Context: an optimization exercise on an open-source flow, tuned for small area, a short achievable clock period and few clock cycles. The choices shown serve that exercise and are no tape-out recipe.
Where RTL was checked, it was by simulation tests only, not by an equivalence proof against the original.

==> branch harbor: inputs <==
Design HW3_FPMUL_SP, start of the top module:
module HW3_FPMUL_SP(Clk, Rst, St, FPmplier, FPmcand, Done, Ovf, Unf, FPproduct);
clock: 9.0 ns
lec_check: 0
cap_margin: 20
core_margin: 2
core_utilization: 40
cts_buf_list: sky130_fd_sc_hd__clkbuf_4 sky130_fd_sc_hd__clkbuf_8
slew_margin: 20
standard.sh (not shown) runs the stock make flow with config.mk's settings and CLKGATE_MAP_FILE= SYNTH_SCRIPT=/design/flow/synth_recipe.tcl, a recipe that flattens the netlist after the stock synthesis.
==> flow/flow/run.sh <==
#!/bin/bash
# The standard layout, except that the port buffers are buf_2 cells rather than the
# default pick; every input and output port still gets its own buffer.
bash standard.sh "BUFFER_PORTS_ARGS=-buffer_cell sky130_fd_sc_hd__buf_2" finish > standard.log 2>&1
==> branch nickel: changes against branch harbor <==
==> flow/run.sh (new file) <==
#!/bin/bash
# synth_recipe.tcl (not shown) runs the flow's synth.tcl, then flattens the netlist and writes it again
# the make line also repeats each setting of config.mk as NAME=value (left out here)
make -C /OpenROAD-flow-scripts/flow DESIGN_CONFIG=/design/flow/config.mk WORK_HOME=/design/flow/orfs CLKGATE_MAP_FILE= SYNTH_SCRIPT=/design/flow/synth_recipe.tcl finish
- ABC_CLOCK_PERIOD_IN_PS: unset -> 3500
- SETUP_SLACK_MARGIN: unset -> 5
removed: flow/flow/run.sh
removed: flow/standard.sh
==> reports/metrics.csv <==
stage,metric,value,unit
run_status,outcome,timing/DRC/antenna clean,
final_layout,register_cell_area_after_layout,2830,sq um
setup_path,timing.critical_path.from,ng[6],
hold_path,worst_hold_startpoint,busy,
setup_path,critPathSlowestCell,sky130_fd_sc_hd__dfxtp_1,
final_layout,instances_no_fill,2340,
setup_path,cp_max_fo,16,
routing,drtIter0Drc,1793,
[end of results for branch harbor]
==> reports/metrics.csv <==
stage,metric,value,unit
run_status,outcome,timing/DRC/antenna clean,
final_layout,final_cell_mix,"sky130_fd_sc_hd__xnor2_1, sky130_fd_sc_hd__inv_1, sky130_fd_sc_hd__a22o_1, sky130_fd_sc_hd__fa_1, sky130_fd_sc_hd__ha_1",
global_route,grt.overflow.total,0,
synth,synth_nets,2162,
setup_path,cp_max_fo,21,
setup_path,cp_num_cells,20,
setup_path,critPathSlowestCell,sky130_fd_sc_hd__fa_1,
final_layout,register_cell_area_after_layout,2900,sq um
hold_path,worst_hold_startpoint,Done,
place,dpl.hpwl,37700,um
place,gp_congestion,0.935,
routing,drt-pass1-iter-count,6,
setup_path,timing.critical_path.from,ng[3],
final_layout,instances_no_fill,2400,
final_layout,share_of_cell_area_taken_by_multi_input_logic_gates,65.6,%
[end of results for branch nickel]
Testbench counts of branch harbor, summed over its fixed seeds: cycles 16,000.
Testbench counts of branch nickel, summed over its fixed seeds: cycles 16,000.

* * *

==> inputs of run G <==
HW3_FPMUL_SP, a different RTL version from the one above (not shown whole).
clock: 9.0 ns
lec_check: 0
abc_clock_period_in_ps: 3500
cap_margin: 20
core_margin: 2
core_utilization: 40
setup_slack_margin: 5
slew_margin: 20
run.sh (not shown) runs the stock make flow with config.mk's settings and CLKGATE_MAP_FILE= SYNTH_SCRIPT=/design/flow/synth_recipe.tcl, a recipe that flattens the netlist after the stock synthesis.
Stock flow here: none of the scripts above is used.
==> run C (differences from run G) <==
SETUP_SLACK_MARGIN = default   (was 5)
==> notes.md <==
Global-route usage: run C is lower than run G (2.7 points). Between run C and run G, the lower final cell count is in run C (gap about 4%, measured against run G). In synthesized cell count, run G and run C do not differ. Worst hold slack: run C is lower than run G (0.0078 ns). Between run C and run G, the lower register-to-register slack is in run C (gap 0.86 ns).
==> figures <==
| quantity | run G | run C |
|---|---|---|
| Outcome | complete, no violations | complete, no violations |
| Share of cell area taken by flip-flops and latches | 0.134 | 0.150 |
| HPWL after DPL | 40,100 µm | 40,100 µm |
| DR vias/cell | 6.25 | 6.13 |
| Slowest library cell on the worst path | fa_2 | dfxtp_1 |
| Number of gates resized after cts | 230 | 0 |
| Worst slack at placement | 3.04 ns | 2.96 ns |
| Crit Path Max Fanout | 25 | 26 |
No functional check of the RTL was part of any run of this note.

* * *

==> inputs of 10-21 <==
HW3_FPMUL_SP with an RTL version that a note above also has.
Settings: LEC_CHECK=0, ABC_CLOCK_PERIOD_IN_PS=300, CAP_MARGIN=20, CORE_MARGIN=2, CORE_UTILIZATION=40, CTS_BUF_LIST=sky130_fd_sc_hd__clkbuf_4 sky130_fd_sc_hd__clkbuf_8, SETUP_SLACK_MARGIN=5, SLEW_MARGIN=20; clock period 9.0 ns.
==> inputs of 09-14, as changes to 10-21 <==
==> flow/flow/run.sh (new file) <==
#!/bin/bash
# The standard layout, except that the port buffers are buf_2 cells rather than the
# default pick; every input and output port still gets its own buffer.
bash standard.sh "BUFFER_PORTS_ARGS=-buffer_cell sky130_fd_sc_hd__buf_2" finish > standard.log 2>&1
==> flow/standard.sh (new file) <==
#!/bin/bash
# synth_recipe.tcl (not shown) runs the flow's synth.tcl, then flattens the netlist and writes it again
# the make line also repeats each setting of config.mk as NAME=value (left out here)
make -C /OpenROAD-flow-scripts/flow DESIGN_CONFIG=/design/flow/config.mk WORK_HOME=/design/flow/orfs CLKGATE_MAP_FILE= SYNTH_SCRIPT=/design/flow/synth_recipe.tcl "${@:-finish}"
Settings changed: ABC_CLOCK_PERIOD_IN_PS 300 to default, CORE_UTILIZATION 40 to 60.
removed: flow/run.sh
==> summary of the runs <==
10-21 completed without violations. 09-14 ran to the end with no violations.
In flip-flop and latch count, 09-14 and 10-21 do not differ.
Of 10-21 and 09-14, 10-21 has the higher register-to-register slack (gap 0.09 ns).
In 10-21 the fmax is higher than in 09-14, by 1.6%.
Clock-buffer cell count: 10-21 is higher than 09-14 (2).
Between 09-14 and 10-21, the lower clock skew is in 09-14 (gap 0.013 ns).
Synthesized area is the same in 09-14 and 10-21.
Testbench counts of 10-21, summed over its fixed seeds: cycles 16,000.
Testbench counts of 09-14, summed over its fixed seeds: cycles 16,000.

* * *

==> build 13: inputs <==
Starting RTL as in the previous note.
Settings: LEC_CHECK=0, ABC_CLOCK_PERIOD_IN_PS=1200, CAP_MARGIN=20, CORE_MARGIN=2, CORE_UTILIZATION=40, CTS_BUF_LIST=sky130_fd_sc_hd__clkbuf_4 sky130_fd_sc_hd__clkbuf_8, SETUP_SLACK_MARGIN=5, SLEW_MARGIN=20; clock period 9.0 ns.
Stock flow here: none of the scripts above is used.
==> inputs of build 6, as changes to build 13 <==
==> flow/flow/run.sh (new file) <==
#!/bin/bash
# The standard layout, except that the port buffers are buf_2 cells rather than the
# default pick; every input and output port still gets its own buffer.
bash standard.sh "BUFFER_PORTS_ARGS=-buffer_cell sky130_fd_sc_hd__buf_2" finish > standard.log 2>&1
==> flow/standard.sh (new file) <==
#!/bin/bash
# synth_recipe.tcl (not shown) runs the flow's synth.tcl, then flattens the netlist and writes it again
# the make line also repeats each setting of config.mk as NAME=value (left out here)
make -C /OpenROAD-flow-scripts/flow DESIGN_CONFIG=/design/flow/config.mk WORK_HOME=/design/flow/orfs CLKGATE_MAP_FILE= SYNTH_SCRIPT=/design/flow/synth_recipe.tcl "${@:-finish}"
--- a/flow/config.mk
+++ b/flow/config.mk
@@ -7,3 +7,2 @@
 export LEC_CHECK = 0
-export ABC_CLOCK_PERIOD_IN_PS = 1200
 export CAP_MARGIN = 20
removed: flow/run.sh
==> inputs of build 31, as changes to build 13 <==
--- a/flow/config.mk
+++ b/flow/config.mk
@@ -7,3 +7,3 @@
 export LEC_CHECK = 0
-export ABC_CLOCK_PERIOD_IN_PS = 1200
+export ABC_CLOCK_PERIOD_IN_PS = 600
 export CAP_MARGIN = 20
==> comparison <==
- In build 6 the hold slack is lower than in build 13, by 0.029 ns.
- In via count, build 31 and build 13 do not differ.
- Synthesized cell count is the same in build 31 and build 13.
- Sequential cell count is the same in build 13 and build 31.
==> figures <==
                                                                   build 31     build 6    build 13
Result of the run                                  timing/DRC/antenna clean  timing/DRC/antenna clean  timing/DRC/antenna clean
Post-Route M1 WL                                                   23360 um    23340 um    23360 um
Buffering stage count on the worst path with inverters included           4           2           4
Worst-path maximum fanout                                                21           8          21
Overall global routing resource usage                                26.00%      25.32%      26.00%
Met3 Usage GRT                                                       8.211%      6.883%      8.211%
Data required time at the worst endpoint                            9.24 ns     9.22 ns     9.24 ns
Number of global-route vias before repair                             14549       14702       14549
Total vias in the final route                                         14709       14614       14709
Area of the multi-input gates                                     13290 um2   13210 um2   13290 um2
Layout Nets                                                            2220        2195        2220
Testbench counts of build 13, summed over its fixed seeds: cycles 16,000.
Testbench counts of build 6, summed over its fixed seeds: cycles 16,000.
Testbench counts of build 31, summed over its fixed seeds: cycles 16,000.

-- what the ideal ports hide --
The flow's constraints put no driver on any port. The routed layouts listed below were extracted and timed again, unchanged, in two steps.
Step 1: set_driving_cell puts a clkbuf_16 on Clk and a buf_2 on each other input, an assumption about the parent block.
Step 2 also shifts input and output timing later by t, the mid clock arrival at the registers, as if the neighbouring blocks saw the same clock.
Slacks: ideal ports / drivers / drivers and shift; pairs: ideal ports / drivers.
| run | t, ns | setup WS [ns] | worst register clock-pin slew, ns | pins driven straight from the clock port |
|---|---|---|---|---|
| branch harbor | 0.566 | 2.351 / 2.351 / 2.351 | 0.12 / 0.12 | 1 |
| branch nickel | 0.538 | 3.616 / 3.616 / 3.616 | 0.10 / 0.10 | 1 |
| run G | 0.512 | 3.691 / 3.691 / 3.691 | 0.07 / 0.07 | 1 |
| run C | 0.496 | 2.831 / 2.831 / 2.831 | 0.06 / 0.06 | 1 |
| 10-21 | 0.538 | 3.616 / 3.616 / 3.616 | 0.10 / 0.10 | 1 |
| 09-14 | 0.504 | 3.531 / 3.531 / 3.531 | 0.10 / 0.10 | 1 |
| build 13 | 0.538 | 3.616 / 3.616 / 3.616 | 0.10 / 0.10 | 1 |
| build 6 | 0.534 | 3.599 / 3.599 / 3.599 | 0.11 / 0.11 | 1 |
| build 31 | 0.538 | 3.616 / 3.616 / 3.616 | 0.10 / 0.10 | 1 |
After both steps setup and hold are still met in every run listed.
